Source: an optimization exercise on an open RTL-to-GDS flow (aim: small area, a short achievable clock period and few clock cycles per item). Production flows keep margins and buffers that such runs may drop. No functional check of the RTL was part of any run shown here. Power is estimated from default activity; no workload was simulated.

==> design/flow/design.v <==
module el2_exu_div_ctl
  (
   input logic           clk,                        
   input logic           rst_l,                      
   input logic           dp_valid,                   
   input logic           dp_unsign,                  
   input logic           dp_rem,                     
   input logic  [31:0]   dividend,                   
   input logic  [31:0]   divisor,                    
   input logic           cancel,                     
   output logic          finish_dly,                 
   output logic [31:0]   out                         
  );
   logic        sv_ff;                  
   logic        it_ff;                  
   logic        fin_ff;                 
   logic [3:0]  cnt_ff;                 
   logic        busy, last;
   logic [31:0] r_ff;                   
   logic [31:0] q_ff;                   
   logic [32:0] b_ff;                   
   logic        rem_ff, neg_ff;         
   assign busy = sv_ff | it_ff;
   assign last = it_ff & (cnt_ff == 4'd0);
   wire  sa = ~dp_unsign & dividend[31];
   wire  sb = ~dp_unsign & divisor[31];
   wire  bz = (divisor == 32'b0);
   wire [31:0] abs_a, abs_b;
   div_cneg_in u_nega (.s(sa), .x(dividend), .y(abs_a));
   div_cneg_in u_negb (.s(sb), .x(divisor),  .y(abs_b));
   wire        q1, d1_co, q2, d2_co;
   wire [31:0] r1, d2;
   div_step34 u_s1 (.en(it_ff), .x({2'b0, r_ff}), .b({1'b0, b_ff}), .q(q1), .co(d1_co), .y(r1));
   div_step33 u_s2 (.en(it_ff), .x({1'b0, r1}), .b({1'b0, b_ff[32:1]}), .q(q2), .co(d2_co), .y(d2));
   wire [31:0] r2_n = busy ? r1 : abs_a;
   wire [31:0] r_next = q2 ? d2 : r2_n;
   wire early = ~d1_co;
   wire [5:0] clza, clzb;
   div_clz32 u_clza (.x(r_ff), .n(clza));
   div_clz32 u_clzb (.x(b_ff[31:0]), .n(clzb));
   wire [5:0]  sdiff = clzb - clza;                     
   wire        bzero = clzb[5];
   wire [3:0]  m     = (bzero | ~sv_ff) ? 4'hf : sdiff[4:1];
   wire [32:0] b_rot;
   div_rot33 u_rot (.b(b_ff), .m(m), .y(b_rot));
   always_ff @(posedge clk or negedge rst_l) begin
      if (!rst_l) begin
         sv_ff  <= 1'b0;
         it_ff  <= 1'b0;
         fin_ff <= 1'b0;
      end
      else begin
         sv_ff  <= dp_valid & ~cancel;
         it_ff  <= ~cancel & ((sv_ff & ~early) | (it_ff & (cnt_ff != 4'd0)));
         fin_ff <= ~cancel & last;
      end
   end
   always_ff @(posedge clk) begin
      cnt_ff <= sv_ff ? m : cnt_ff - 4'd1;
      r_ff   <= r_next;
      q_ff   <= it_ff ? ((last & rem_ff) ? r_next : {q_ff[29:0], q1, q2}) :
                sv_ff ? 32'b0 : (abs_a & {32{dp_rem}});
      b_ff   <= busy ? b_rot : {1'b0, abs_b};
      if (!busy) begin
         rem_ff <= dp_rem;
         neg_ff <= dp_rem ? sa : (sa ^ sb) & ~bz;
      end
   end
   wire [31:0] ans;
   div_cneg_out u_nego (.s(neg_ff), .x(q_ff), .y(ans));
   assign out        = ans;
   assign finish_dly = ~cancel & (fin_ff | (sv_ff & early));
endmodule  
module div_cneg_in (input logic s, input logic [31:0] x, output logic [31:0] y);
   wire [7:0] o;         
   wire [7:0] po;        
   div_cneg_in_pfx u_p (.o(o), .po(po));
   div_cneg_in_slice u_0 (.s(s), .pin(1'b0), .x(x[3:0]), .y(y[3:0]), .o(o[0]));
   div_cneg_in_slice u_1 (.s(s), .pin(po[0]), .x(x[7:4]), .y(y[7:4]), .o(o[1]));
   div_cneg_in_slice u_2 (.s(s), .pin(po[1]), .x(x[11:8]), .y(y[11:8]), .o(o[2]));
   div_cneg_in_slice u_3 (.s(s), .pin(po[2]), .x(x[15:12]), .y(y[15:12]), .o(o[3]));
   div_cneg_in_slice u_4 (.s(s), .pin(po[3]), .x(x[19:16]), .y(y[19:16]), .o(o[4]));
   div_cneg_in_slice u_5 (.s(s), .pin(po[4]), .x(x[23:20]), .y(y[23:20]), .o(o[5]));
   div_cneg_in_slice u_6 (.s(s), .pin(po[5]), .x(x[27:24]), .y(y[27:24]), .o(o[6]));
   div_cneg_in_slice u_7 (.s(s), .pin(po[6]), .x(x[31:28]), .y(y[31:28]), .o(o[7]));
endmodule
module div_cneg_in_pfx (input logic [7:0] o, output logic [7:0] po);
   wire pp_l0_1 = o[1] | o[0];
   wire pp_l0_3 = o[3] | o[2];
   wire pp_l0_5 = o[5] | o[4];
   wire pp_l0_7 = o[7] | o[6];
   wire pp_l1_3 = pp_l0_3 | pp_l0_1;
   wire pp_l1_7 = pp_l0_7 | pp_l0_5;
   wire pp_l2_7 = pp_l1_7 | pp_l1_3;
   wire pp_l3_5 = pp_l0_5 | pp_l1_3;
   wire pp_l4_2 = o[2] | pp_l0_1;
   wire pp_l4_4 = o[4] | pp_l1_3;
   wire pp_l4_6 = o[6] | pp_l3_5;
   wire [7:0] pp;
   assign pp[0] = o[0];
   assign pp[1] = pp_l0_1;
   assign pp[2] = pp_l4_2;
   assign pp[3] = pp_l1_3;
   assign pp[4] = pp_l4_4;
   assign pp[5] = pp_l3_5;
   assign pp[6] = pp_l4_6;
   assign pp[7] = pp_l2_7;
   assign po = pp;
endmodule
module div_cneg_in_slice (input logic s, input logic pin, input logic [3:0] x, output logic [3:0] y, output logic o);
   wire [3:0] pre;
   assign pre[0] = pin;
   assign pre[1] = pre[0] | x[0];
   assign pre[2] = pre[1] | x[1];
   assign pre[3] = pre[2] | x[2];
   assign y = x ^ ({4{s}} & pre);
   assign o = |x;
endmodule
module div_cneg_out (input logic s, input logic [31:0] x, output logic [31:0] y);
   wire [7:0] o;         
   wire [7:0] po;        
   div_cneg_out_pfx u_p (.o(o), .po(po));
   div_cneg_out_slice u_0 (.s(s), .pin(1'b0), .x(x[3:0]), .y(y[3:0]), .o(o[0]));
   div_cneg_out_slice u_1 (.s(s), .pin(po[0]), .x(x[7:4]), .y(y[7:4]), .o(o[1]));
   div_cneg_out_slice u_2 (.s(s), .pin(po[1]), .x(x[11:8]), .y(y[11:8]), .o(o[2]));
   div_cneg_out_slice u_3 (.s(s), .pin(po[2]), .x(x[15:12]), .y(y[15:12]), .o(o[3]));
   div_cneg_out_slice u_4 (.s(s), .pin(po[3]), .x(x[19:16]), .y(y[19:16]), .o(o[4]));
   div_cneg_out_slice u_5 (.s(s), .pin(po[4]), .x(x[23:20]), .y(y[23:20]), .o(o[5]));
   div_cneg_out_slice u_6 (.s(s), .pin(po[5]), .x(x[27:24]), .y(y[27:24]), .o(o[6]));
   div_cneg_out_slice u_7 (.s(s), .pin(po[6]), .x(x[31:28]), .y(y[31:28]), .o(o[7]));
endmodule
module div_cneg_out_pfx (input logic [7:0] o, output logic [7:0] po);
   wire pp_l0_1 = o[1] | o[0];
   wire pp_l0_3 = o[3] | o[2];
   wire pp_l0_5 = o[5] | o[4];
   wire pp_l0_7 = o[7] | o[6];
   wire pp_l1_3 = pp_l0_3 | pp_l0_1;
   wire pp_l1_7 = pp_l0_7 | pp_l0_5;
   wire pp_l2_7 = pp_l1_7 | pp_l1_3;
   wire pp_l3_5 = pp_l0_5 | pp_l1_3;
   wire pp_l4_2 = o[2] | pp_l0_1;
   wire pp_l4_4 = o[4] | pp_l1_3;
   wire pp_l4_6 = o[6] | pp_l3_5;
   wire [7:0] pp;
   assign pp[0] = o[0];
   assign pp[1] = pp_l0_1;
   assign pp[2] = pp_l4_2;
   assign pp[3] = pp_l1_3;
   assign pp[4] = pp_l4_4;
   assign pp[5] = pp_l3_5;
   assign pp[6] = pp_l4_6;
   assign pp[7] = pp_l2_7;
   assign po = pp;
endmodule
module div_cneg_out_slice (input logic s, input logic pin, input logic [3:0] x, output logic [3:0] y, output logic o);
   wire [3:0] pre;
   assign pre[0] = pin;
   assign pre[1] = pre[0] | x[0];
   assign pre[2] = pre[1] | x[1];
   assign pre[3] = pre[2] | x[2];
   assign y = x ^ ({4{s}} & pre);
   assign o = |x;
endmodule
module div_step34 (input logic en, input logic [33:0] x, input logic [33:0] b, output logic q, output logic co, output logic [31:0] y);
   wire [33:0] d_p0 = x ^ ~b;
   wire [33:0] d_g0 = x & ~b;
   wire d_g1_1 = d_g0[1] | (d_p0[1] & (d_g0[0] | d_p0[0]));
   wire d_g1_3 = d_g0[3] | (d_p0[3] & d_g0[2]);
   wire d_p1_3 = d_p0[3] & d_p0[2];
   wire d_g1_5 = d_g0[5] | (d_p0[5] & d_g0[4]);
   wire d_p1_5 = d_p0[5] & d_p0[4];
   wire d_g1_7 = d_g0[7] | (d_p0[7] & d_g0[6]);
   wire d_p1_7 = d_p0[7] & d_p0[6];
   wire d_g1_9 = d_g0[9] | (d_p0[9] & d_g0[8]);
   wire d_p1_9 = d_p0[9] & d_p0[8];
   wire d_g1_11 = d_g0[11] | (d_p0[11] & d_g0[10]);
   wire d_p1_11 = d_p0[11] & d_p0[10];
   wire d_g1_13 = d_g0[13] | (d_p0[13] & d_g0[12]);
   wire d_p1_13 = d_p0[13] & d_p0[12];
   wire d_g1_15 = d_g0[15] | (d_p0[15] & d_g0[14]);
   wire d_p1_15 = d_p0[15] & d_p0[14];
   wire d_g1_17 = d_g0[17] | (d_p0[17] & d_g0[16]);
   wire d_p1_17 = d_p0[17] & d_p0[16];
   wire d_g1_19 = d_g0[19] | (d_p0[19] & d_g0[18]);
   wire d_p1_19 = d_p0[19] & d_p0[18];
   wire d_g1_21 = d_g0[21] | (d_p0[21] & d_g0[20]);
   wire d_p1_21 = d_p0[21] & d_p0[20];
   wire d_g1_23 = d_g0[23] | (d_p0[23] & d_g0[22]);
   wire d_p1_23 = d_p0[23] & d_p0[22];
   wire d_g1_25 = d_g0[25] | (d_p0[25] & d_g0[24]);
   wire d_p1_25 = d_p0[25] & d_p0[24];
   wire d_g1_27 = d_g0[27] | (d_p0[27] & d_g0[26]);
   wire d_p1_27 = d_p0[27] & d_p0[26];
   wire d_g1_29 = d_g0[29] | (d_p0[29] & d_g0[28]);
   wire d_p1_29 = d_p0[29] & d_p0[28];
   wire d_g1_31 = d_g0[31] | (d_p0[31] & d_g0[30]);
   wire d_p1_31 = d_p0[31] & d_p0[30];
   wire d_g1_33 = d_g0[33] | (d_p0[33] & d_g0[32]);
   wire d_p1_33 = d_p0[33] & d_p0[32];
   wire d_g2_3 = d_g1_3 | (d_p1_3 & d_g1_1);
   wire d_g2_7 = d_g1_7 | (d_p1_7 & d_g1_5);
   wire d_p2_7 = d_p1_7 & d_p1_5;
   wire d_g2_11 = d_g1_11 | (d_p1_11 & d_g1_9);
   wire d_p2_11 = d_p1_11 & d_p1_9;
   wire d_g2_15 = d_g1_15 | (d_p1_15 & d_g1_13);
   wire d_p2_15 = d_p1_15 & d_p1_13;
   wire d_g2_19 = d_g1_19 | (d_p1_19 & d_g1_17);
   wire d_p2_19 = d_p1_19 & d_p1_17;
   wire d_g2_23 = d_g1_23 | (d_p1_23 & d_g1_21);
   wire d_p2_23 = d_p1_23 & d_p1_21;
   wire d_g2_27 = d_g1_27 | (d_p1_27 & d_g1_25);
   wire d_p2_27 = d_p1_27 & d_p1_25;
   wire d_g2_31 = d_g1_31 | (d_p1_31 & d_g1_29);
   wire d_p2_31 = d_p1_31 & d_p1_29;
   wire d_g3_7 = d_g2_7 | (d_p2_7 & d_g2_3);
   wire d_g3_15 = d_g2_15 | (d_p2_15 & d_g2_11);
   wire d_p3_15 = d_p2_15 & d_p2_11;
   wire d_g3_23 = d_g2_23 | (d_p2_23 & d_g2_19);
   wire d_p3_23 = d_p2_23 & d_p2_19;
   wire d_g3_31 = d_g2_31 | (d_p2_31 & d_g2_27);
   wire d_p3_31 = d_p2_31 & d_p2_27;
   wire d_g4_15 = d_g3_15 | (d_p3_15 & d_g3_7);
   wire d_g4_31 = d_g3_31 | (d_p3_31 & d_g3_23);
   wire d_p4_31 = d_p3_31 & d_p3_23;
   wire d_g5_31 = d_g4_31 | (d_p4_31 & d_g4_15);
   wire d_g7_23 = d_g3_23 | (d_p3_23 & d_g4_15);
   wire d_g8_11 = d_g2_11 | (d_p2_11 & d_g3_7);
   wire d_g8_19 = d_g2_19 | (d_p2_19 & d_g4_15);
   wire d_g8_27 = d_g2_27 | (d_p2_27 & d_g7_23);
   wire d_g9_5 = d_g1_5 | (d_p1_5 & d_g2_3);
   wire d_g9_9 = d_g1_9 | (d_p1_9 & d_g3_7);
   wire d_g9_13 = d_g1_13 | (d_p1_13 & d_g8_11);
   wire d_g9_17 = d_g1_17 | (d_p1_17 & d_g4_15);
   wire d_g9_21 = d_g1_21 | (d_p1_21 & d_g8_19);
   wire d_g9_25 = d_g1_25 | (d_p1_25 & d_g7_23);
   wire d_g9_29 = d_g1_29 | (d_p1_29 & d_g8_27);
   wire d_g9_33 = d_g1_33 | (d_p1_33 & d_g5_31);
   wire d_g10_2 = d_g0[2] | (d_p0[2] & d_g1_1);
   wire d_g10_4 = d_g0[4] | (d_p0[4] & d_g2_3);
   wire d_g10_6 = d_g0[6] | (d_p0[6] & d_g9_5);
   wire d_g10_8 = d_g0[8] | (d_p0[8] & d_g3_7);
   wire d_g10_10 = d_g0[10] | (d_p0[10] & d_g9_9);
   wire d_g10_12 = d_g0[12] | (d_p0[12] & d_g8_11);
   wire d_g10_14 = d_g0[14] | (d_p0[14] & d_g9_13);
   wire d_g10_16 = d_g0[16] | (d_p0[16] & d_g4_15);
   wire d_g10_18 = d_g0[18] | (d_p0[18] & d_g9_17);
   wire d_g10_20 = d_g0[20] | (d_p0[20] & d_g8_19);
   wire d_g10_22 = d_g0[22] | (d_p0[22] & d_g9_21);
   wire d_g10_24 = d_g0[24] | (d_p0[24] & d_g7_23);
   wire d_g10_26 = d_g0[26] | (d_p0[26] & d_g9_25);
   wire d_g10_28 = d_g0[28] | (d_p0[28] & d_g8_27);
   wire d_g10_30 = d_g0[30] | (d_p0[30] & d_g9_29);
   wire d_g10_32 = d_g0[32] | (d_p0[32] & d_g5_31);
   wire [33:0] d_c = {d_g9_33, d_g10_32, d_g5_31, d_g10_30, d_g9_29, d_g10_28, d_g8_27, d_g10_26, d_g9_25, d_g10_24, d_g7_23, d_g10_22, d_g9_21, d_g10_20, d_g8_19, d_g10_18, d_g9_17, d_g10_16, d_g4_15, d_g10_14, d_g9_13, d_g10_12, d_g8_11, d_g10_10, d_g9_9, d_g10_8, d_g3_7, d_g10_6, d_g9_5, d_g10_4, d_g2_3, d_g10_2, d_g1_1, (d_g0[0] | d_p0[0])};
   wire [33:0] d = d_p0 ^ {d_c[32:0], 1'b1};
   wire d_co = d_c[33];
   assign co = d_co;
   assign q  = en & d_co;
   assign y  = q ? d[31:0] : x[31:0];
endmodule
module div_step33 (input logic en, input logic [32:0] x, input logic [32:0] b, output logic q, output logic co, output logic [31:0] y);
   wire [32:0] d_p0 = x ^ ~b;
   wire [32:0] d_g0 = x & ~b;
   wire d_g1_1 = d_g0[1] | (d_p0[1] & (d_g0[0] | d_p0[0]));
   wire d_g1_3 = d_g0[3] | (d_p0[3] & d_g0[2]);
   wire d_p1_3 = d_p0[3] & d_p0[2];
   wire d_g1_5 = d_g0[5] | (d_p0[5] & d_g0[4]);
   wire d_p1_5 = d_p0[5] & d_p0[4];
   wire d_g1_7 = d_g0[7] | (d_p0[7] & d_g0[6]);
   wire d_p1_7 = d_p0[7] & d_p0[6];
   wire d_g1_9 = d_g0[9] | (d_p0[9] & d_g0[8]);
   wire d_p1_9 = d_p0[9] & d_p0[8];
   wire d_g1_11 = d_g0[11] | (d_p0[11] & d_g0[10]);
   wire d_p1_11 = d_p0[11] & d_p0[10];
   wire d_g1_13 = d_g0[13] | (d_p0[13] & d_g0[12]);
   wire d_p1_13 = d_p0[13] & d_p0[12];
   wire d_g1_15 = d_g0[15] | (d_p0[15] & d_g0[14]);
   wire d_p1_15 = d_p0[15] & d_p0[14];
   wire d_g1_17 = d_g0[17] | (d_p0[17] & d_g0[16]);
   wire d_p1_17 = d_p0[17] & d_p0[16];
   wire d_g1_19 = d_g0[19] | (d_p0[19] & d_g0[18]);
   wire d_p1_19 = d_p0[19] & d_p0[18];
   wire d_g1_21 = d_g0[21] | (d_p0[21] & d_g0[20]);
   wire d_p1_21 = d_p0[21] & d_p0[20];
   wire d_g1_23 = d_g0[23] | (d_p0[23] & d_g0[22]);
   wire d_p1_23 = d_p0[23] & d_p0[22];
   wire d_g1_25 = d_g0[25] | (d_p0[25] & d_g0[24]);
   wire d_p1_25 = d_p0[25] & d_p0[24];
   wire d_g1_27 = d_g0[27] | (d_p0[27] & d_g0[26]);
   wire d_p1_27 = d_p0[27] & d_p0[26];
   wire d_g1_29 = d_g0[29] | (d_p0[29] & d_g0[28]);
   wire d_p1_29 = d_p0[29] & d_p0[28];
   wire d_g1_31 = d_g0[31] | (d_p0[31] & d_g0[30]);
   wire d_p1_31 = d_p0[31] & d_p0[30];
   wire d_g2_3 = d_g1_3 | (d_p1_3 & d_g1_1);
   wire d_g2_7 = d_g1_7 | (d_p1_7 & d_g1_5);
   wire d_p2_7 = d_p1_7 & d_p1_5;
   wire d_g2_11 = d_g1_11 | (d_p1_11 & d_g1_9);
   wire d_p2_11 = d_p1_11 & d_p1_9;
   wire d_g2_15 = d_g1_15 | (d_p1_15 & d_g1_13);
   wire d_p2_15 = d_p1_15 & d_p1_13;
   wire d_g2_19 = d_g1_19 | (d_p1_19 & d_g1_17);
   wire d_p2_19 = d_p1_19 & d_p1_17;
   wire d_g2_23 = d_g1_23 | (d_p1_23 & d_g1_21);
   wire d_p2_23 = d_p1_23 & d_p1_21;
   wire d_g2_27 = d_g1_27 | (d_p1_27 & d_g1_25);
   wire d_p2_27 = d_p1_27 & d_p1_25;
   wire d_g2_31 = d_g1_31 | (d_p1_31 & d_g1_29);
   wire d_p2_31 = d_p1_31 & d_p1_29;
   wire d_g3_7 = d_g2_7 | (d_p2_7 & d_g2_3);
   wire d_g3_15 = d_g2_15 | (d_p2_15 & d_g2_11);
   wire d_p3_15 = d_p2_15 & d_p2_11;
   wire d_g3_23 = d_g2_23 | (d_p2_23 & d_g2_19);
   wire d_p3_23 = d_p2_23 & d_p2_19;
   wire d_g3_31 = d_g2_31 | (d_p2_31 & d_g2_27);
   wire d_p3_31 = d_p2_31 & d_p2_27;
   wire d_g4_15 = d_g3_15 | (d_p3_15 & d_g3_7);
   wire d_g4_31 = d_g3_31 | (d_p3_31 & d_g3_23);
   wire d_p4_31 = d_p3_31 & d_p3_23;
   wire d_g5_31 = d_g4_31 | (d_p4_31 & d_g4_15);
   wire d_g7_23 = d_g3_23 | (d_p3_23 & d_g4_15);
   wire d_g8_11 = d_g2_11 | (d_p2_11 & d_g3_7);
   wire d_g8_19 = d_g2_19 | (d_p2_19 & d_g4_15);
   wire d_g8_27 = d_g2_27 | (d_p2_27 & d_g7_23);
   wire d_g9_5 = d_g1_5 | (d_p1_5 & d_g2_3);
   wire d_g9_9 = d_g1_9 | (d_p1_9 & d_g3_7);
   wire d_g9_13 = d_g1_13 | (d_p1_13 & d_g8_11);
   wire d_g9_17 = d_g1_17 | (d_p1_17 & d_g4_15);
   wire d_g9_21 = d_g1_21 | (d_p1_21 & d_g8_19);
   wire d_g9_25 = d_g1_25 | (d_p1_25 & d_g7_23);
   wire d_g9_29 = d_g1_29 | (d_p1_29 & d_g8_27);
   wire d_g10_2 = d_g0[2] | (d_p0[2] & d_g1_1);
   wire d_g10_4 = d_g0[4] | (d_p0[4] & d_g2_3);
   wire d_g10_6 = d_g0[6] | (d_p0[6] & d_g9_5);
   wire d_g10_8 = d_g0[8] | (d_p0[8] & d_g3_7);
   wire d_g10_10 = d_g0[10] | (d_p0[10] & d_g9_9);
   wire d_g10_12 = d_g0[12] | (d_p0[12] & d_g8_11);
   wire d_g10_14 = d_g0[14] | (d_p0[14] & d_g9_13);
   wire d_g10_16 = d_g0[16] | (d_p0[16] & d_g4_15);
   wire d_g10_18 = d_g0[18] | (d_p0[18] & d_g9_17);
   wire d_g10_20 = d_g0[20] | (d_p0[20] & d_g8_19);
   wire d_g10_22 = d_g0[22] | (d_p0[22] & d_g9_21);
   wire d_g10_24 = d_g0[24] | (d_p0[24] & d_g7_23);
   wire d_g10_26 = d_g0[26] | (d_p0[26] & d_g9_25);
   wire d_g10_28 = d_g0[28] | (d_p0[28] & d_g8_27);
   wire d_g10_30 = d_g0[30] | (d_p0[30] & d_g9_29);
   wire d_g10_32 = d_g0[32] | (d_p0[32] & d_g5_31);
   wire [32:0] d_c = {d_g10_32, d_g5_31, d_g10_30, d_g9_29, d_g10_28, d_g8_27, d_g10_26, d_g9_25, d_g10_24, d_g7_23, d_g10_22, d_g9_21, d_g10_20, d_g8_19, d_g10_18, d_g9_17, d_g10_16, d_g4_15, d_g10_14, d_g9_13, d_g10_12, d_g8_11, d_g10_10, d_g9_9, d_g10_8, d_g3_7, d_g10_6, d_g9_5, d_g10_4, d_g2_3, d_g10_2, d_g1_1, (d_g0[0] | d_p0[0])};
   wire [32:0] d = d_p0 ^ {d_c[31:0], 1'b1};
   wire d_co = d_c[32];
   assign co = d_co;
   assign q  = en & d_co;
   assign y  = d[31:0];
endmodule
module div_clz32 (input logic [31:0] x, output logic [5:0] n);
   wire c_v0_0 = x[1] | x[0];
   wire c_z0_0 = ~x[1];
   wire c_v0_1 = x[3] | x[2];
   wire c_z0_1 = ~x[3];
   wire c_v0_2 = x[5] | x[4];
   wire c_z0_2 = ~x[5];
   wire c_v0_3 = x[7] | x[6];
   wire c_z0_3 = ~x[7];
   wire c_v0_4 = x[9] | x[8];
   wire c_z0_4 = ~x[9];
   wire c_v0_5 = x[11] | x[10];
   wire c_z0_5 = ~x[11];
   wire c_v0_6 = x[13] | x[12];
   wire c_z0_6 = ~x[13];
   wire c_v0_7 = x[15] | x[14];
   wire c_z0_7 = ~x[15];
   wire c_v0_8 = x[17] | x[16];
   wire c_z0_8 = ~x[17];
   wire c_v0_9 = x[19] | x[18];
   wire c_z0_9 = ~x[19];
   wire c_v0_10 = x[21] | x[20];
   wire c_z0_10 = ~x[21];
   wire c_v0_11 = x[23] | x[22];
   wire c_z0_11 = ~x[23];
   wire c_v0_12 = x[25] | x[24];
   wire c_z0_12 = ~x[25];
   wire c_v0_13 = x[27] | x[26];
   wire c_z0_13 = ~x[27];
   wire c_v0_14 = x[29] | x[28];
   wire c_z0_14 = ~x[29];
   wire c_v0_15 = x[31] | x[30];
   wire c_z0_15 = ~x[31];
   wire c_v1_0 = c_v0_1 | c_v0_0;
   wire c_z1_0_0 = c_v0_1 ? c_z0_1 : c_z0_0;
   wire c_v1_1 = c_v0_3 | c_v0_2;
   wire c_z1_1_0 = c_v0_3 ? c_z0_3 : c_z0_2;
   wire c_v1_2 = c_v0_5 | c_v0_4;
   wire c_z1_2_0 = c_v0_5 ? c_z0_5 : c_z0_4;
   wire c_v1_3 = c_v0_7 | c_v0_6;
   wire c_z1_3_0 = c_v0_7 ? c_z0_7 : c_z0_6;
   wire c_v1_4 = c_v0_9 | c_v0_8;
   wire c_z1_4_0 = c_v0_9 ? c_z0_9 : c_z0_8;
   wire c_v1_5 = c_v0_11 | c_v0_10;
   wire c_z1_5_0 = c_v0_11 ? c_z0_11 : c_z0_10;
   wire c_v1_6 = c_v0_13 | c_v0_12;
   wire c_z1_6_0 = c_v0_13 ? c_z0_13 : c_z0_12;
   wire c_v1_7 = c_v0_15 | c_v0_14;
   wire c_z1_7_0 = c_v0_15 ? c_z0_15 : c_z0_14;
   wire c_v2_0 = c_v1_1 | c_v1_0;
   wire c_z2_0_0 = c_v1_1 ? ~c_v0_3 : ~c_v0_1;
   wire c_z2_0_1 = c_v1_1 ? c_z1_1_0 : c_z1_0_0;
   wire c_v2_1 = c_v1_3 | c_v1_2;
   wire c_z2_1_0 = c_v1_3 ? ~c_v0_7 : ~c_v0_5;
   wire c_z2_1_1 = c_v1_3 ? c_z1_3_0 : c_z1_2_0;
   wire c_v2_2 = c_v1_5 | c_v1_4;
   wire c_z2_2_0 = c_v1_5 ? ~c_v0_11 : ~c_v0_9;
   wire c_z2_2_1 = c_v1_5 ? c_z1_5_0 : c_z1_4_0;
   wire c_v2_3 = c_v1_7 | c_v1_6;
   wire c_z2_3_0 = c_v1_7 ? ~c_v0_15 : ~c_v0_13;
   wire c_z2_3_1 = c_v1_7 ? c_z1_7_0 : c_z1_6_0;
   wire c_v3_0 = c_v2_1 | c_v2_0;
   wire c_z3_0_0 = c_v2_1 ? ~c_v1_3 : ~c_v1_1;
   wire c_z3_0_1 = c_v2_1 ? c_z2_1_0 : c_z2_0_0;
   wire c_z3_0_2 = c_v2_1 ? c_z2_1_1 : c_z2_0_1;
   wire c_v3_1 = c_v2_3 | c_v2_2;
   wire c_z3_1_0 = c_v2_3 ? ~c_v1_7 : ~c_v1_5;
   wire c_z3_1_1 = c_v2_3 ? c_z2_3_0 : c_z2_2_0;
   wire c_z3_1_2 = c_v2_3 ? c_z2_3_1 : c_z2_2_1;
   wire c_v4_0 = c_v3_1 | c_v3_0;
   wire c_z4_0_0 = c_v3_1 ? ~c_v2_3 : ~c_v2_1;
   wire c_z4_0_1 = c_v3_1 ? c_z3_1_0 : c_z3_0_0;
   wire c_z4_0_2 = c_v3_1 ? c_z3_1_1 : c_z3_0_1;
   wire c_z4_0_3 = c_v3_1 ? c_z3_1_2 : c_z3_0_2;
   wire [5:0] c = {~c_v4_0, c_v4_0 & ~c_v3_1, c_v4_0 & c_z4_0_0, c_v4_0 & c_z4_0_1, c_v4_0 & c_z4_0_2, c_v4_0 & c_z4_0_3};
   assign n = c;
endmodule
module div_rot33 (input logic [32:0] b, input logic [3:0] m, output logic [32:0] y);
   wire [32:0] b_r1  = {b[31:0], b[32]};
   wire [32:0] b_r2  = m[0] ? {b_r1[30:0], b_r1[32:31]} : b_r1;
   wire [32:0] b_r4  = m[1] ? {b_r2[28:0], b_r2[32:29]} : b_r2;
   wire [32:0] b_r8  = m[2] ? {b_r4[24:0], b_r4[32:25]} : b_r4;
   assign y          = m[3] ? {b_r8[16:0], b_r8[32:17]} : b_r8;
endmodule
==> design/flow/flow/run.sh <==
#!/bin/bash
# The standard layout (standard.sh), with these changes in how the layout is made:
#  - every input and output port still gets its own buffer, but a plain buf_1
#    (OpenROAD's buffer_ports -buffer_cell) instead of the default delay buffer;
#    the resizer upsizes it where timing needs;
#  - any further ORFS variables listed in flow/extra_vars (one NAME=value per line).
# make's output goes to flow.log; ORFS keeps each step's own log under orfs/logs.
set -euo pipefail
MARGIN=${MARGIN:-6.8}
PORTBUF=${PORTBUF:-sky130_fd_sc_hd__buf_1}
EXTRA="'BUFFER_PORTS_ARGS=-buffer_cell ${PORTBUF}'"
if [[ -f flow/extra_vars ]]; then
  while read -r line; do
    [[ -z "$line" || "$line" == \#* ]] && continue
    EXTRA="$EXTRA '$line'"
  done < flow/extra_vars
fi
sed -E -e "s/SETUP_SLACK_MARGIN=[^ ]+/SETUP_SLACK_MARGIN=${MARGIN}/" \
       -e "s|CLKGATE_MAP_FILE= |CLKGATE_MAP_FILE= ${EXTRA} |" \
       standard.sh > standard_mod.sh
grep -q "BUFFER_PORTS_ARGS" standard_mod.sh
bash standard_mod.sh > flow.log 2>&1
==> design/flow/flow/extra_vars <==
SKIP_INCREMENTAL_REPAIR=1
==> design/flow/standard.sh <==
#!/bin/bash
# synth_recipe.tcl (not shown) runs the flow's synth.tcl, then flattens the netlist and writes it again
# the make line also repeats each setting of config.mk as NAME=value (left out here)
make -C /OpenROAD-flow-scripts/flow DESIGN_CONFIG=/design/flow/config.mk WORK_HOME=/design/flow/orfs CLKGATE_MAP_FILE= SYNTH_SCRIPT=/design/flow/synth_recipe.tcl "${@:-finish}"
==> design/flow/config.mk <==
export PLATFORM = sky130hd
export DESIGN_NAME = el2_exu_div_ctl
export DESIGN_NICKNAME = el2_exu_div_ctl
export VERILOG_FILES = /design/flow/design.v
export SDC_FILE = /design/flow/constraint.sdc
export NUM_CORES = 8
export LEC_CHECK = 0
export CAP_MARGIN = 40
export CORE_MARGIN = 2
export CORE_UTILIZATION = 40
export SETUP_SLACK_MARGIN = 5
export SLEW_MARGIN = 40
export SYNTH_HIERARCHICAL = 1
export SYNTH_MINIMUM_KEEP_SIZE = 0
==> design/flow/constraint.sdc <==
create_clock -name core_clock -period 12.0 [get_ports {clk}]
set_input_delay 2.4000 -clock core_clock [delete_from_list [all_inputs] [get_ports {clk}]]
set_output_delay 2.4000 -clock core_clock [all_outputs]
set_load 0.01 [all_outputs]
==> run_results.csv, run 1 <==
group,metric,value,unit
run_status,status,"no timing/DRC/antenna violations",
worst_setup_path,end_kind,"flop",
pwr,power,3880,uW
placed_design,dpl.hpwl,25900,microns
timing,relSlewSlack,0.423,
clocking,clock-sinks,106,
worst_setup_path,arrival,5.65,ns
global_route,grt_use_total,0.207,
final_layout,antennaDiodeCount,0,
timing,fin_tns_setup,0,ns
final_layout,layout-drive-gt1-share,0.217,
clocking,holdBufCountCts,0,
clocking,clk_latency,0.37,ns
worst_setup_path,cpPeakStageDelay,0.50,ns
worst_setup_path,crit_fanout,13,
worst_setup_path,criticalPathCategory,"reg -> reg",
detailed_routing,post_drt_wl_per_cell,19.1,microns
timing,hold_viol,0,
detailed_routing,drc,0,
die,die_h,179,microns
worst_hold_path,hold_class,"reg -> reg",
die,ios,103,
clocking,cts.clk_slew.worst_paths,0.08,ns
clocking,cts_htree_levels,3,
timing,maxSlewViolCount,0,
die,rows,64,
final_layout,syn2layout_area_growth,9.00,%
pwr,leakage,0.00557,uW
detailed_routing,avgViaCountPerCell,5.76,
worst_setup_path,r2r_cells,23,
pwr,power_density,289,nW/um^2
clocking,cts_buffers,9,
clocking,cts-root-buf,"clkbuf_16",
timing,clock_skew,0.0131,ns
detailed_routing,num_vias,10100,
worst_setup_path,cp_slowest_cell,"fa_1",
worst_hold_path,min_from,"cnt_ff[0]",
yosys,yosysWarnings,7,
detailed_routing,drt_iter0_drc,624,
worst_hold_path,holdPathEnd,"cnt_ff[0]",
clocking,postCtsSetupRepairBufs,6,
worst_setup_path,reg2reg_slack,6.61,ns
timing,min_period_over_period,0.449,
clocking,cts_max_path_buffers,2,
job,drv_cap,0,
timing,worst_slack,6.61,ns
timing,period_needed,5.39,ns
pwr,ir_drop,0.108,mV
clocking,ctsResizeCount,54,
clocking,cts_tree,"done",
worst_hold_path,hold-path-cell-count,1,
global_route,grt_max_degree,66,
worst_setup_path,r2r-start,"b_ff[21]",
detailed_routing,dr.pass1.iters,5,
final_layout,fin_area,13400,sq um
global_route,overflow,0,
placed_design,dpl_worst_slack,5.39,ns
die,die_w,179,microns
worst_setup_path,path_common_cell,"inv_1",
placed_design,gp_congestion,0.961,
worst_setup_path,startpoint_type,"flop",
die,dieArea,32200,sq um
die,initial_core_util,0.405,
placed_design,placed_area,12900,sq um
yosys,synth_cells,1264,
final_layout,fin_cells,1744,
worst_setup_path,path_cells,"inv_1, ha_1, a21oi_2, o21ai_1, a211oi_2, nor3_2, o41ai_4, buf_12, mux2i_1, inv_1, ha_1, fa_1, nand2b_1, a21oi_2, o2111ai_2, o21ai_4, a211o_1, a31oi_1, fa_1, inv_1, nand2_1, o21ai_1, a221o_1",
placed_design,dp.cells,1721,
worst_setup_path,critPathBufInv,4,
worst_setup_path,required,12.26,ns
detailed_routing,ant_nets,0,
detailed_routing,wirelength,33300,microns
final_layout,nets,1515,
timing,final-setup-viol-count,0,
timing,clock.fmax,185,MHz
yosys,synth_area_per_cell,9.75,sq um
final_layout,multi_input_area,9340,sq um
worst_setup_path,critPathTopFamily,"compound AO/OA/AOI/OAI gates",
final_layout,num-fill-cells,2928,
worst_setup_path,r2r-end,"q_ff[30]",
global_route,grt_pass1_wl,54000,microns
yosys,syn_area,12300,sq um
timing,worst_pin_slew,0.844,ns
final_layout,ff_latch_area,2200,sq um
global_route,grt_pass1_vias,9935,
placed_design,port_buffers,102,
global_route,antenna_found_initial,0,
die,core_area,30400,sq um
[final cells by class]
| type | count | share of cell area |
|---|---|---|
| clock inverter | 7 | 0.00801 |
| inverter | 121 | 0.0338 |
| timing repair buffer | 122 | 0.0455 |
| tap | 396 | 0.0369 |
| clock buffer | 9 | 0.0168 |
| multi-input combinational | 983 | 0.695 |
| sequential | 106 | 0.164 |
[power breakdown]
part,internal (uW),switching (uW),total (uW)
clock network,188,155,343
logic,1320,1380,2710
registers,502,331,833
total,2010,1870,3880
[worst max path at each step]
stage / from / to / slack [ns] / cells past startpoint
finish: b_ff[21] / q_ff[30] / 6.61 / 23
detailed placement: b_ff[18] / q_ff[30] / 5.39 / 21
floorplan: b_ff[27] / q_ff[27] / 6.97 / 23
global route: b_ff[9] / q_ff[26] / 6.24 / 23
global placement: b_ff[23] / q_ff[30] / 5.53 / 21
CTS: b_ff[0] / finish_dly / 6.65 / 13
[metrics by stage]
stage               hold WS [ns]   util
global placement           0.475  0.422
global route               0.524  0.441
finish                     0.490  0.441
floorplan                  0.442      -
detailed placement         0.485  0.423
CTS                        0.497  0.441
[cell usage in the layout, fill, tap and decap left out, drive strengths merged, types with 36 or more instances in the layout]
cell and n:
ha 69, xnor2 113, o21ai 85, buf 121, mux2 56, nor2 36, and3 36, mux2i 40
a21oi 57, inv 125, nand2 98, mux4 66, dfxtp 101
[per-layer routing]
metal,track usage,vias up,wire length [microns]
met2,0.361,327,16400
li1,-,4798,-
met1,0.267,4882,14400
met5,0,-,0
met3,0.0328,44,1920
met4,0.0468,0,551
[state kept, by name, summed over array words and instances (netlist names)]
name,count
b_ff,33
cnt_ff,4
fin_ff,1
it_ff,1
neg_ff,1
q_ff,32
r_ff,32
rem_ff,1
sv_ff,1
==> run 2, diff against run 1 <==
--- a/design/flow/design.v
+++ b/design/flow/design.v
@@ -15,13 +15,12 @@
    logic        it_ff;                  
    logic        fin_ff;                 
    logic [3:0]  cnt_ff;                 
-   logic        busy, last;
    logic [31:0] r_ff;                   
    logic [31:0] q_ff;                   
    logic [32:0] b_ff;                   
    logic        rem_ff, neg_ff;         
-   assign busy = sv_ff | it_ff;
-   assign last = it_ff & (cnt_ff == 4'd0);
+   wire  busy = sv_ff | it_ff;
+   wire  last = it_ff & (cnt_ff == 4'd0);
    wire  sa = ~dp_unsign & dividend[31];
    wire  sb = ~dp_unsign & divisor[31];
    wire  bz = (divisor == 32'b0);
@@ -32,17 +31,26 @@
    wire [31:0] r1, d2;
    div_step34 u_s1 (.en(it_ff), .x({2'b0, r_ff}), .b({1'b0, b_ff}), .q(q1), .co(d1_co), .y(r1));
    div_step33 u_s2 (.en(it_ff), .x({1'b0, r1}), .b({1'b0, b_ff[32:1]}), .q(q2), .co(d2_co), .y(d2));
-   wire [31:0] r2_n = busy ? r1 : abs_a;
-   wire [31:0] r_next = q2 ? d2 : r2_n;
-   wire early = ~d1_co;
-   wire [5:0] clza, clzb;
+   wire        early = ~d1_co;
+   wire [5:0]  clza, clzb;
    div_clz32 u_clza (.x(r_ff), .n(clza));
    div_clz32 u_clzb (.x(b_ff[31:0]), .n(clzb));
    wire [5:0]  sdiff = clzb - clza;                     
    wire        bzero = clzb[5];
    wire [3:0]  m     = (bzero | ~sv_ff) ? 4'hf : sdiff[4:1];
+   wire        keep1 = 1'b1;
+   wire        go    = it_ff;
+   wire        lastq = last;
+   wire        qb1   = q1;
+   wire        qb2   = q2;
    wire [32:0] b_rot;
    div_rot33 u_rot (.b(b_ff), .m(m), .y(b_rot));
+   wire [31:0] r_next, q_next;
+   wire [32:0] b_next;
+   div_rnext u_rn (.busy(busy), .keep1(keep1), .q2(q2), .d2(d2), .r1(r1), .r(r_ff), .abs_a(abs_a), .y(r_next));
+   div_qnext u_qn (.go(go), .lastq(lastq), .rem(rem_ff), .sv(sv_ff), .dp_rem(dp_rem), .qb1(qb1), .qb2(qb2),
+                   .r_next(r_next), .q(q_ff), .abs_a(abs_a), .y(q_next));
+   div_bnext u_bn (.busy(busy), .b_rot(b_rot), .abs_b(abs_b), .y(b_next));
    always_ff @(posedge clk or negedge rst_l) begin
       if (!rst_l) begin
          sv_ff  <= 1'b0;
@@ -58,9 +66,8 @@
    always_ff @(posedge clk) begin
       cnt_ff <= sv_ff ? m : cnt_ff - 4'd1;
       r_ff   <= r_next;
-      q_ff   <= it_ff ? ((last & rem_ff) ? r_next : {q_ff[29:0], q1, q2}) :
-                sv_ff ? 32'b0 : (abs_a & {32{dp_rem}});
-      b_ff   <= busy ? b_rot : {1'b0, abs_b};
+      q_ff   <= q_next;
+      b_ff   <= b_next;
       if (!busy) begin
          rem_ff <= dp_rem;
          neg_ff <= dp_rem ? sa : (sa ^ sb) & ~bz;
@@ -72,94 +79,230 @@
    assign finish_dly = ~cancel & (fin_ff | (sv_ff & early));
 endmodule  
 module div_cneg_in (input logic s, input logic [31:0] x, output logic [31:0] y);
-   wire [7:0] o;         
-   wire [7:0] po;        
-   div_cneg_in_pfx u_p (.o(o), .po(po));
-   div_cneg_in_slice u_0 (.s(s), .pin(1'b0), .x(x[3:0]), .y(y[3:0]), .o(o[0]));
-   div_cneg_in_slice u_1 (.s(s), .pin(po[0]), .x(x[7:4]), .y(y[7:4]), .o(o[1]));
-   div_cneg_in_slice u_2 (.s(s), .pin(po[1]), .x(x[11:8]), .y(y[11:8]), .o(o[2]));
-   div_cneg_in_slice u_3 (.s(s), .pin(po[2]), .x(x[15:12]), .y(y[15:12]), .o(o[3]));
-   div_cneg_in_slice u_4 (.s(s), .pin(po[3]), .x(x[19:16]), .y(y[19:16]), .o(o[4]));
-   div_cneg_in_slice u_5 (.s(s), .pin(po[4]), .x(x[23:20]), .y(y[23:20]), .o(o[5]));
-   div_cneg_in_slice u_6 (.s(s), .pin(po[5]), .x(x[27:24]), .y(y[27:24]), .o(o[6]));
-   div_cneg_in_slice u_7 (.s(s), .pin(po[6]), .x(x[31:28]), .y(y[31:28]), .o(o[7]));
-endmodule
-module div_cneg_in_pfx (input logic [7:0] o, output logic [7:0] po);
-   wire pp_l0_1 = o[1] | o[0];
-   wire pp_l0_3 = o[3] | o[2];
-   wire pp_l0_5 = o[5] | o[4];
-   wire pp_l0_7 = o[7] | o[6];
-   wire pp_l1_3 = pp_l0_3 | pp_l0_1;
-   wire pp_l1_7 = pp_l0_7 | pp_l0_5;
-   wire pp_l2_7 = pp_l1_7 | pp_l1_3;
-   wire pp_l3_5 = pp_l0_5 | pp_l1_3;
-   wire pp_l4_2 = o[2] | pp_l0_1;
-   wire pp_l4_4 = o[4] | pp_l1_3;
-   wire pp_l4_6 = o[6] | pp_l3_5;
-   wire [7:0] pp;
-   assign pp[0] = o[0];
-   assign pp[1] = pp_l0_1;
-   assign pp[2] = pp_l4_2;
-   assign pp[3] = pp_l1_3;
-   assign pp[4] = pp_l4_4;
-   assign pp[5] = pp_l3_5;
-   assign pp[6] = pp_l4_6;
-   assign pp[7] = pp_l2_7;
-   assign po = pp;
-endmodule
-module div_cneg_in_slice (input logic s, input logic pin, input logic [3:0] x, output logic [3:0] y, output logic o);
-   wire [3:0] pre;
-   assign pre[0] = pin;
-   assign pre[1] = pre[0] | x[0];
-   assign pre[2] = pre[1] | x[1];
-   assign pre[3] = pre[2] | x[2];
-   assign y = x ^ ({4{s}} & pre);
-   assign o = |x;
+   wire yy_po_l0_1 = x[1] | x[0];
+   wire yy_po_l0_3 = x[3] | x[2];
+   wire yy_po_l0_5 = x[5] | x[4];
+   wire yy_po_l0_7 = x[7] | x[6];
+   wire yy_po_l0_9 = x[9] | x[8];
+   wire yy_po_l0_11 = x[11] | x[10];
+   wire yy_po_l0_13 = x[13] | x[12];
+   wire yy_po_l0_15 = x[15] | x[14];
+   wire yy_po_l0_17 = x[17] | x[16];
+   wire yy_po_l0_19 = x[19] | x[18];
+   wire yy_po_l0_21 = x[21] | x[20];
+   wire yy_po_l0_23 = x[23] | x[22];
+   wire yy_po_l0_25 = x[25] | x[24];
+   wire yy_po_l0_27 = x[27] | x[26];
+   wire yy_po_l0_29 = x[29] | x[28];
+   wire yy_po_l1_2 = x[2] | yy_po_l0_1;
+   wire yy_po_l1_3 = yy_po_l0_3 | yy_po_l0_1;
+   wire yy_po_l1_6 = x[6] | yy_po_l0_5;
+   wire yy_po_l1_7 = yy_po_l0_7 | yy_po_l0_5;
+   wire yy_po_l1_10 = x[10] | yy_po_l0_9;
+   wire yy_po_l1_11 = yy_po_l0_11 | yy_po_l0_9;
+   wire yy_po_l1_14 = x[14] | yy_po_l0_13;
+   wire yy_po_l1_15 = yy_po_l0_15 | yy_po_l0_13;
+   wire yy_po_l1_18 = x[18] | yy_po_l0_17;
+   wire yy_po_l1_19 = yy_po_l0_19 | yy_po_l0_17;
+   wire yy_po_l1_22 = x[22] | yy_po_l0_21;
+   wire yy_po_l1_23 = yy_po_l0_23 | yy_po_l0_21;
+   wire yy_po_l1_26 = x[26] | yy_po_l0_25;
+   wire yy_po_l1_27 = yy_po_l0_27 | yy_po_l0_25;
+   wire yy_po_l1_30 = x[30] | yy_po_l0_29;
+   wire yy_po_l2_4 = x[4] | yy_po_l1_3;
+   wire yy_po_l2_5 = yy_po_l0_5 | yy_po_l1_3;
+   wire yy_po_l2_6 = yy_po_l1_6 | yy_po_l1_3;
+   wire yy_po_l2_7 = yy_po_l1_7 | yy_po_l1_3;
+   wire yy_po_l2_12 = x[12] | yy_po_l1_11;
+   wire yy_po_l2_13 = yy_po_l0_13 | yy_po_l1_11;
+   wire yy_po_l2_14 = yy_po_l1_14 | yy_po_l1_11;
+   wire yy_po_l2_15 = yy_po_l1_15 | yy_po_l1_11;
+   wire yy_po_l2_20 = x[20] | yy_po_l1_19;
+   wire yy_po_l2_21 = yy_po_l0_21 | yy_po_l1_19;
+   wire yy_po_l2_22 = yy_po_l1_22 | yy_po_l1_19;
+   wire yy_po_l2_23 = yy_po_l1_23 | yy_po_l1_19;
+   wire yy_po_l2_28 = x[28] | yy_po_l1_27;
+   wire yy_po_l2_29 = yy_po_l0_29 | yy_po_l1_27;
+   wire yy_po_l2_30 = yy_po_l1_30 | yy_po_l1_27;
+   wire yy_po_l3_8 = x[8] | yy_po_l2_7;
+   wire yy_po_l3_9 = yy_po_l0_9 | yy_po_l2_7;
+   wire yy_po_l3_10 = yy_po_l1_10 | yy_po_l2_7;
+   wire yy_po_l3_11 = yy_po_l1_11 | yy_po_l2_7;
+   wire yy_po_l3_12 = yy_po_l2_12 | yy_po_l2_7;
+   wire yy_po_l3_13 = yy_po_l2_13 | yy_po_l2_7;
+   wire yy_po_l3_14 = yy_po_l2_14 | yy_po_l2_7;
+   wire yy_po_l3_15 = yy_po_l2_15 | yy_po_l2_7;
+   wire yy_po_l3_24 = x[24] | yy_po_l2_23;
+   wire yy_po_l3_25 = yy_po_l0_25 | yy_po_l2_23;
+   wire yy_po_l3_26 = yy_po_l1_26 | yy_po_l2_23;
+   wire yy_po_l3_27 = yy_po_l1_27 | yy_po_l2_23;
+   wire yy_po_l3_28 = yy_po_l2_28 | yy_po_l2_23;
+   wire yy_po_l3_29 = yy_po_l2_29 | yy_po_l2_23;
+   wire yy_po_l3_30 = yy_po_l2_30 | yy_po_l2_23;
+   wire yy_po_l4_16 = x[16] | yy_po_l3_15;
+   wire yy_po_l4_17 = yy_po_l0_17 | yy_po_l3_15;
+   wire yy_po_l4_18 = yy_po_l1_18 | yy_po_l3_15;
+   wire yy_po_l4_19 = yy_po_l1_19 | yy_po_l3_15;
+   wire yy_po_l4_20 = yy_po_l2_20 | yy_po_l3_15;
+   wire yy_po_l4_21 = yy_po_l2_21 | yy_po_l3_15;
+   wire yy_po_l4_22 = yy_po_l2_22 | yy_po_l3_15;
+   wire yy_po_l4_23 = yy_po_l2_23 | yy_po_l3_15;
+   wire yy_po_l4_24 = yy_po_l3_24 | yy_po_l3_15;
+   wire yy_po_l4_25 = yy_po_l3_25 | yy_po_l3_15;
+   wire yy_po_l4_26 = yy_po_l3_26 | yy_po_l3_15;
+   wire yy_po_l4_27 = yy_po_l3_27 | yy_po_l3_15;
+   wire yy_po_l4_28 = yy_po_l3_28 | yy_po_l3_15;
+   wire yy_po_l4_29 = yy_po_l3_29 | yy_po_l3_15;
+   wire yy_po_l4_30 = yy_po_l3_30 | yy_po_l3_15;
+   wire [30:0] yy_po;
+   assign yy_po[0] = x[0];
+   assign yy_po[1] = yy_po_l0_1;
+   assign yy_po[2] = yy_po_l1_2;
+   assign yy_po[3] = yy_po_l1_3;
+   assign yy_po[4] = yy_po_l2_4;
+   assign yy_po[5] = yy_po_l2_5;
+   assign yy_po[6] = yy_po_l2_6;
+   assign yy_po[7] = yy_po_l2_7;
+   assign yy_po[8] = yy_po_l3_8;
+   assign yy_po[9] = yy_po_l3_9;
+   assign yy_po[10] = yy_po_l3_10;
+   assign yy_po[11] = yy_po_l3_11;
+   assign yy_po[12] = yy_po_l3_12;
+   assign yy_po[13] = yy_po_l3_13;
+   assign yy_po[14] = yy_po_l3_14;
+   assign yy_po[15] = yy_po_l3_15;
+   assign yy_po[16] = yy_po_l4_16;
+   assign yy_po[17] = yy_po_l4_17;
+   assign yy_po[18] = yy_po_l4_18;
+   assign yy_po[19] = yy_po_l4_19;
+   assign yy_po[20] = yy_po_l4_20;
+   assign yy_po[21] = yy_po_l4_21;
+   assign yy_po[22] = yy_po_l4_22;
+   assign yy_po[23] = yy_po_l4_23;
+   assign yy_po[24] = yy_po_l4_24;
+   assign yy_po[25] = yy_po_l4_25;
+   assign yy_po[26] = yy_po_l4_26;
+   assign yy_po[27] = yy_po_l4_27;
+   assign yy_po[28] = yy_po_l4_28;
+   assign yy_po[29] = yy_po_l4_29;
+   assign yy_po[30] = yy_po_l4_30;
+   wire [31:0] yy;
+   assign yy[0] = x[0];
+   assign yy[31:1] = x[31:1] ^ ({31{s}} & yy_po);
+   assign y = yy;
 endmodule
 module div_cneg_out (input logic s, input logic [31:0] x, output logic [31:0] y);
-   wire [7:0] o;         
-   wire [7:0] po;        
-   div_cneg_out_pfx u_p (.o(o), .po(po));
-   div_cneg_out_slice u_0 (.s(s), .pin(1'b0), .x(x[3:0]), .y(y[3:0]), .o(o[0]));
-   div_cneg_out_slice u_1 (.s(s), .pin(po[0]), .x(x[7:4]), .y(y[7:4]), .o(o[1]));
-   div_cneg_out_slice u_2 (.s(s), .pin(po[1]), .x(x[11:8]), .y(y[11:8]), .o(o[2]));
-   div_cneg_out_slice u_3 (.s(s), .pin(po[2]), .x(x[15:12]), .y(y[15:12]), .o(o[3]));
-   div_cneg_out_slice u_4 (.s(s), .pin(po[3]), .x(x[19:16]), .y(y[19:16]), .o(o[4]));
-   div_cneg_out_slice u_5 (.s(s), .pin(po[4]), .x(x[23:20]), .y(y[23:20]), .o(o[5]));
-   div_cneg_out_slice u_6 (.s(s), .pin(po[5]), .x(x[27:24]), .y(y[27:24]), .o(o[6]));
-   div_cneg_out_slice u_7 (.s(s), .pin(po[6]), .x(x[31:28]), .y(y[31:28]), .o(o[7]));
-endmodule
-module div_cneg_out_pfx (input logic [7:0] o, output logic [7:0] po);
-   wire pp_l0_1 = o[1] | o[0];
-   wire pp_l0_3 = o[3] | o[2];
-   wire pp_l0_5 = o[5] | o[4];
-   wire pp_l0_7 = o[7] | o[6];
-   wire pp_l1_3 = pp_l0_3 | pp_l0_1;
-   wire pp_l1_7 = pp_l0_7 | pp_l0_5;
-   wire pp_l2_7 = pp_l1_7 | pp_l1_3;
-   wire pp_l3_5 = pp_l0_5 | pp_l1_3;
-   wire pp_l4_2 = o[2] | pp_l0_1;
-   wire pp_l4_4 = o[4] | pp_l1_3;
-   wire pp_l4_6 = o[6] | pp_l3_5;
-   wire [7:0] pp;
-   assign pp[0] = o[0];
-   assign pp[1] = pp_l0_1;
-   assign pp[2] = pp_l4_2;
-   assign pp[3] = pp_l1_3;
-   assign pp[4] = pp_l4_4;
-   assign pp[5] = pp_l3_5;
-   assign pp[6] = pp_l4_6;
-   assign pp[7] = pp_l2_7;
-   assign po = pp;
-endmodule
-module div_cneg_out_slice (input logic s, input logic pin, input logic [3:0] x, output logic [3:0] y, output logic o);
-   wire [3:0] pre;
-   assign pre[0] = pin;
-   assign pre[1] = pre[0] | x[0];
-   assign pre[2] = pre[1] | x[1];
-   assign pre[3] = pre[2] | x[2];
-   assign y = x ^ ({4{s}} & pre);
-   assign o = |x;
+   wire yy_po_l0_1 = x[1] | x[0];
+   wire yy_po_l0_3 = x[3] | x[2];
+   wire yy_po_l0_5 = x[5] | x[4];
+   wire yy_po_l0_7 = x[7] | x[6];
+   wire yy_po_l0_9 = x[9] | x[8];
+   wire yy_po_l0_11 = x[11] | x[10];
+   wire yy_po_l0_13 = x[13] | x[12];
+   wire yy_po_l0_15 = x[15] | x[14];
+   wire yy_po_l0_17 = x[17] | x[16];
+   wire yy_po_l0_19 = x[19] | x[18];
+   wire yy_po_l0_21 = x[21] | x[20];
+   wire yy_po_l0_23 = x[23] | x[22];
+   wire yy_po_l0_25 = x[25] | x[24];
+   wire yy_po_l0_27 = x[27] | x[26];
+   wire yy_po_l0_29 = x[29] | x[28];
+   wire yy_po_l1_2 = x[2] | yy_po_l0_1;
+   wire yy_po_l1_3 = yy_po_l0_3 | yy_po_l0_1;
+   wire yy_po_l1_6 = x[6] | yy_po_l0_5;
+   wire yy_po_l1_7 = yy_po_l0_7 | yy_po_l0_5;
+   wire yy_po_l1_10 = x[10] | yy_po_l0_9;
+   wire yy_po_l1_11 = yy_po_l0_11 | yy_po_l0_9;
+   wire yy_po_l1_14 = x[14] | yy_po_l0_13;
+   wire yy_po_l1_15 = yy_po_l0_15 | yy_po_l0_13;
+   wire yy_po_l1_18 = x[18] | yy_po_l0_17;
+   wire yy_po_l1_19 = yy_po_l0_19 | yy_po_l0_17;
+   wire yy_po_l1_22 = x[22] | yy_po_l0_21;
+   wire yy_po_l1_23 = yy_po_l0_23 | yy_po_l0_21;
+   wire yy_po_l1_26 = x[26] | yy_po_l0_25;
+   wire yy_po_l1_27 = yy_po_l0_27 | yy_po_l0_25;
+   wire yy_po_l1_30 = x[30] | yy_po_l0_29;
+   wire yy_po_l2_4 = x[4] | yy_po_l1_3;
+   wire yy_po_l2_5 = yy_po_l0_5 | yy_po_l1_3;
+   wire yy_po_l2_6 = yy_po_l1_6 | yy_po_l1_3;
+   wire yy_po_l2_7 = yy_po_l1_7 | yy_po_l1_3;
+   wire yy_po_l2_12 = x[12] | yy_po_l1_11;
+   wire yy_po_l2_13 = yy_po_l0_13 | yy_po_l1_11;
+   wire yy_po_l2_14 = yy_po_l1_14 | yy_po_l1_11;
+   wire yy_po_l2_15 = yy_po_l1_15 | yy_po_l1_11;
+   wire yy_po_l2_20 = x[20] | yy_po_l1_19;
+   wire yy_po_l2_21 = yy_po_l0_21 | yy_po_l1_19;
+   wire yy_po_l2_22 = yy_po_l1_22 | yy_po_l1_19;
+   wire yy_po_l2_23 = yy_po_l1_23 | yy_po_l1_19;
+   wire yy_po_l2_28 = x[28] | yy_po_l1_27;
+   wire yy_po_l2_29 = yy_po_l0_29 | yy_po_l1_27;
+   wire yy_po_l2_30 = yy_po_l1_30 | yy_po_l1_27;
+   wire yy_po_l3_8 = x[8] | yy_po_l2_7;
+   wire yy_po_l3_9 = yy_po_l0_9 | yy_po_l2_7;
+   wire yy_po_l3_10 = yy_po_l1_10 | yy_po_l2_7;
+   wire yy_po_l3_11 = yy_po_l1_11 | yy_po_l2_7;
+   wire yy_po_l3_12 = yy_po_l2_12 | yy_po_l2_7;
+   wire yy_po_l3_13 = yy_po_l2_13 | yy_po_l2_7;
+   wire yy_po_l3_14 = yy_po_l2_14 | yy_po_l2_7;
+   wire yy_po_l3_15 = yy_po_l2_15 | yy_po_l2_7;
+   wire yy_po_l3_24 = x[24] | yy_po_l2_23;
+   wire yy_po_l3_25 = yy_po_l0_25 | yy_po_l2_23;
+   wire yy_po_l3_26 = yy_po_l1_26 | yy_po_l2_23;
+   wire yy_po_l3_27 = yy_po_l1_27 | yy_po_l2_23;
+   wire yy_po_l3_28 = yy_po_l2_28 | yy_po_l2_23;
+   wire yy_po_l3_29 = yy_po_l2_29 | yy_po_l2_23;
+   wire yy_po_l3_30 = yy_po_l2_30 | yy_po_l2_23;
+   wire yy_po_l4_16 = x[16] | yy_po_l3_15;
+   wire yy_po_l4_17 = yy_po_l0_17 | yy_po_l3_15;
+   wire yy_po_l4_18 = yy_po_l1_18 | yy_po_l3_15;
+   wire yy_po_l4_19 = yy_po_l1_19 | yy_po_l3_15;
+   wire yy_po_l4_20 = yy_po_l2_20 | yy_po_l3_15;
+   wire yy_po_l4_21 = yy_po_l2_21 | yy_po_l3_15;
+   wire yy_po_l4_22 = yy_po_l2_22 | yy_po_l3_15;
+   wire yy_po_l4_23 = yy_po_l2_23 | yy_po_l3_15;
+   wire yy_po_l4_24 = yy_po_l3_24 | yy_po_l3_15;
+   wire yy_po_l4_25 = yy_po_l3_25 | yy_po_l3_15;
+   wire yy_po_l4_26 = yy_po_l3_26 | yy_po_l3_15;
+   wire yy_po_l4_27 = yy_po_l3_27 | yy_po_l3_15;
+   wire yy_po_l4_28 = yy_po_l3_28 | yy_po_l3_15;
+   wire yy_po_l4_29 = yy_po_l3_29 | yy_po_l3_15;
+   wire yy_po_l4_30 = yy_po_l3_30 | yy_po_l3_15;
+   wire [30:0] yy_po;
+   assign yy_po[0] = x[0];
+   assign yy_po[1] = yy_po_l0_1;
+   assign yy_po[2] = yy_po_l1_2;
+   assign yy_po[3] = yy_po_l1_3;
+   assign yy_po[4] = yy_po_l2_4;
+   assign yy_po[5] = yy_po_l2_5;
+   assign yy_po[6] = yy_po_l2_6;
+   assign yy_po[7] = yy_po_l2_7;
+   assign yy_po[8] = yy_po_l3_8;
+   assign yy_po[9] = yy_po_l3_9;
+   assign yy_po[10] = yy_po_l3_10;
+   assign yy_po[11] = yy_po_l3_11;
+   assign yy_po[12] = yy_po_l3_12;
+   assign yy_po[13] = yy_po_l3_13;
+   assign yy_po[14] = yy_po_l3_14;
+   assign yy_po[15] = yy_po_l3_15;
+   assign yy_po[16] = yy_po_l4_16;
+   assign yy_po[17] = yy_po_l4_17;
+   assign yy_po[18] = yy_po_l4_18;
+   assign yy_po[19] = yy_po_l4_19;
+   assign yy_po[20] = yy_po_l4_20;
+   assign yy_po[21] = yy_po_l4_21;
+   assign yy_po[22] = yy_po_l4_22;
+   assign yy_po[23] = yy_po_l4_23;
+   assign yy_po[24] = yy_po_l4_24;
+   assign yy_po[25] = yy_po_l4_25;
+   assign yy_po[26] = yy_po_l4_26;
+   assign yy_po[27] = yy_po_l4_27;
+   assign yy_po[28] = yy_po_l4_28;
+   assign yy_po[29] = yy_po_l4_29;
+   assign yy_po[30] = yy_po_l4_30;
+   wire [31:0] yy;
+   assign yy[0] = x[0];
+   assign yy[31:1] = x[31:1] ^ ({31{s}} & yy_po);
+   assign y = yy;
 endmodule
 module div_step34 (input logic en, input logic [33:0] x, input logic [33:0] b, output logic q, output logic co, output logic [31:0] y);
    wire [33:0] d_p0 = x ^ ~b;
@@ -436,3 +579,16 @@
    wire [32:0] b_r8  = m[2] ? {b_r4[24:0], b_r4[32:25]} : b_r4;
    assign y          = m[3] ? {b_r8[16:0], b_r8[32:17]} : b_r8;
 endmodule
+module div_rnext (input logic busy, input logic keep1, input logic q2, input logic [31:0] d2,
+                  input logic [31:0] r1, input logic [31:0] r, input logic [31:0] abs_a, output logic [31:0] y);
+   assign y = q2 ? d2 : (busy ? (keep1 ? r1 : r) : abs_a);
+endmodule
+module div_qnext (input logic go, input logic lastq, input logic rem, input logic sv, input logic dp_rem,
+                  input logic qb1, input logic qb2, input logic [31:0] r_next, input logic [31:0] q,
+                  input logic [31:0] abs_a, output logic [31:0] y);
+   assign y = go ? ((lastq & rem) ? r_next : {q[29:0], qb1, qb2}) :
+              sv ? 32'b0 : (abs_a & {32{dp_rem}});
+endmodule
+module div_bnext (input logic busy, input logic [32:0] b_rot, input logic [31:0] abs_b, output logic [32:0] y);
+   assign y = busy ? b_rot : {1'b0, abs_b};
+endmodule
==> design/flow/flow/run.sh (replaced) <==
#!/bin/bash
set -euo pipefail
MARGIN=${MARGIN:-6.8}
PORTBUF=${PORTBUF:-sky130_fd_sc_hd__buf_1}
sed -E -e "s/SETUP_SLACK_MARGIN=[^ ]+/SETUP_SLACK_MARGIN=${MARGIN}/" \
       -e "s/CLKGATE_MAP_FILE= /CLKGATE_MAP_FILE= 'BUFFER_PORTS_ARGS=-buffer_cell ${PORTBUF}' /" \
       standard.sh > standard_mod.sh
grep -q "BUFFER_PORTS_ARGS" standard_mod.sh
bash standard_mod.sh > flow.log 2>&1
removed: design/flow/flow/extra_vars
==> run 2 against run 1 <==
Register-to-register slack improved by 0.13 ns. Clock-buffer cell count stayed put. First-iteration DRC count grew 17%. Design area increased by 17%. Via count grew 15%. Maximum frequency up 2.4%.
==> run_results.csv, run 2 <==
group,metric,value,unit
run_status,status,"no timing/DRC/antenna violations",
detailed_routing,avgViaCountPerCell,6.00,
die,die_w,187,microns
final_layout,regMostFlops,"b_ff",
timing,hold_viol,0,
worst_setup_path,crit_fanout,7,
worst_hold_path,hold-path-cell-count,1,
detailed_routing,ant_nets,0,
global_route,overflow,0,
die,die_h,187,microns
yosys,yosysWarnings,7,
pwr,leakage,0.00625,uW
clocking,cts-root-buf,"clkbuf_16",
clocking,cts_tree,"done",
timing,relSlewSlack,0.490,
die,core_area,32700,sq um
final_layout,largest_reg_flops,33,
final_layout,nets,1645,
global_route,antenna_found_initial,0,
timing,period_needed,5.27,ns
placed_design,placed_area,13900,sq um
global_route,grt_use_total,0.234,
placed_design,gp_congestion,0.893,
pwr,ir_drop,0.0891,mV
die,initial_core_util,0.408,
worst_setup_path,reg2reg_slack,6.73,ns
detailed_routing,drc,0,
detailed_routing,drt_iter0_drc,729,
worst_setup_path,required,12.33,ns
detailed_routing,dr.pass1.iters,5,
timing,whs,0.485,ns
final_layout,fin_cells,1919,
worst_setup_path,r2r_cells,26,
worst_hold_path,min_from,"cnt_ff[0]",
worst_hold_path,hold_class,"reg -> reg",
detailed_routing,post_drt_wl_per_cell,21.7,microns
timing,grt_setup_unrepaired,"yes",
timing,worst_pin_slew,0.762,ns
timing,clock_skew,0.0189,ns
placed_design,dp.cells,1833,
timing,min_period_over_period,0.439,
final_layout,reg.largest.list,"b_ff: 33 flops, q_ff: 32 flops, r_ff: 32 flops",
worst_setup_path,criticalPathCategory,"reg -> reg",
yosys,synth_cells,1350,
final_layout,antennaDiodeCount,0,
worst_setup_path,startpoint_type,"flop",
final_layout,syn2layout_area_growth,17.4,%
final_layout,final_cell_mix,"inv_1, xnor2_1, buf_1",
pwr,power_density,271,nW/um^2
die,rows,66,
worst_setup_path,arrival,5.59,ns
worst_setup_path,r2r-end,"q_ff[24]",
worst_setup_path,end_kind,"flop",
worst_setup_path,r2r-start,"b_ff[0]",
job,drv_cap,0,
timing,fin_tns_setup,0,ns
clocking,cts_max_path_buffers,2,
final_layout,layout-drive-gt1-share,0.307,
clocking,cts_buffers,9,
clocking,cts_htree_levels,3,
timing,clock.fmax,190,MHz
placed_design,port_buffers,102,
clocking,cts.clk_slew.worst_paths,0.09,ns
die,ios,103,
detailed_routing,wirelength,41600,microns
pwr,power,4240,uW
yosys,syn_area,13300,sq um
placed_design,dpl.hpwl,29400,microns
clocking,clk_latency,0.38,ns
final_layout,mostFrequentLayoutCell,"inv_1",
global_route,grt_max_degree,98,
die,dieArea,34800,sq um
final_layout,fin_area,15700,sq um
timing,final-setup-viol-count,0,
clocking,clock-sinks,106,
timing,maxSlewViolCount,0,
global_route,grt_pass1_wl,65300,microns
detailed_routing,num_vias,11500,
worst_hold_path,holdPathEnd,"cnt_ff[0]",
yosys,synth_area_per_cell,9.88,sq um
global_route,grt_pass1_vias,11600,
## run 2: timing repair
item	CTS	global route
buffers inserted	41	23
endpoints found under the setup margin	65	66
pin swaps	33	22
cloned	5	1
hold buffers	0	0
hold endpoints to repair	0	0
gates resized for setup	145	50
## run 2: worst max path at each step
stage	startpoint	slack, ns	endpoint	depth (start not counted)
finish	b_ff[0]	6.73	q_ff[24]	26
detailed placement	b_ff[23]	5.55	q_ff[30]	25
global route	b_ff[23]	6.53	q_ff[21]	25
CTS	b_ff[0]	6.77	q_ff[5]	26
global placement	b_ff[23]	5.27	q_ff[31]	24
floorplan	b_ff[23]	6.74	q_ff[10]	25
## run 2: report_power, final
| group | internal (uW) | total [uW] | switching, uW |
|---|---|---|---|
| logic | 1580 | 3160 | 1590 |
| clock network | 145 | 304 | 159 |
| registers | 512 | 777 | 264 |
| total | 2230 | 4240 | 2010 |
## run 2: final cells by class
cell class	instances	area [sq um]
multi-input cells	1015	10700
fillers	3030	17000
clock inverters	7	57.6
repair buffers	187	1230
inverters	153	577
clock buffers	9	225
flip-flops and latches	106	2280
well taps	442	553
## run 2: worst max-delay path: stages, from the launching register on
cell	delay, ns
dfxtp_4	0.38
ha_4	0.16
fa_2	0.34
nand2b_4	0.16
a21oi_4	0.14
o211ai_1	0.16
buf_4	0.18
nand3_4	0.09
a21o_1	0.21
inv_2	0.06
fa_2	0.35
xnor2_1	0.13
mux2_4	0.30
ha_4	0.25
a21o_1	0.16
a21o_1	0.17
a21o_1	0.19
nor3_4	0.17
o31ai_2	0.09
a21oi_2	0.20
o22ai_4	0.11
buf_12	0.14
or2_4	0.33
clkbuf_16	0.21
o221ai_2	0.19
and4_1	0.23
a311o_1	0.10
## run 2: layer usage
metal	up-vias	part of all wire	global-route usage
met4	0	0.035	0.0882
met3	105	0.056	0.0340
met5	-	0	0
met1	5673	0.42	0.289
li1	5286	-	-
met2	451	0.49	0.413
## run 2: per-stage QoR
stage / utilization / setup WS, ns
3_5_place_dp: 0.425 / 5.55
5_1_grt: 0.479 / 6.53
6_report: 0.479 / 6.73
2_1_floorplan: - / 6.74
4_1_cts: 0.464 / 6.77
3_3_place_gp: 0.423 / 5.27

[port drivers added, routing unchanged]
The results above use ideal ports. As a check the final layouts listed here were re-extracted and re-timed, cells and wires unchanged. Step 1: set_driving_cell puts a clkbuf_16 on clk and a buf_2 on each other input, an assumption about the parent block. Step 2 adds t to the input delays and takes it off the output delays; t is the mean of the earliest and latest rising clock arrival at the registers after step 1. Input paths then give back, and output paths get back, about the clock's delay inside the block. Three values: no drivers, after step 1, after step 2; two values: the first two.
run	t (ns)	setup slack, ns	slew at the worst register clock pin (ns)
run 1	0.415	6.608 / 6.599 / 6.586	0.08 / 0.08
run 2	0.420	6.733 / 6.711 / 6.733	0.09 / 0.09
After both steps every run listed still meets setup and hold. The setup slack of run 1, which loses most, moves by -0.009 ns with the drivers and by -0.022 ns with both steps.
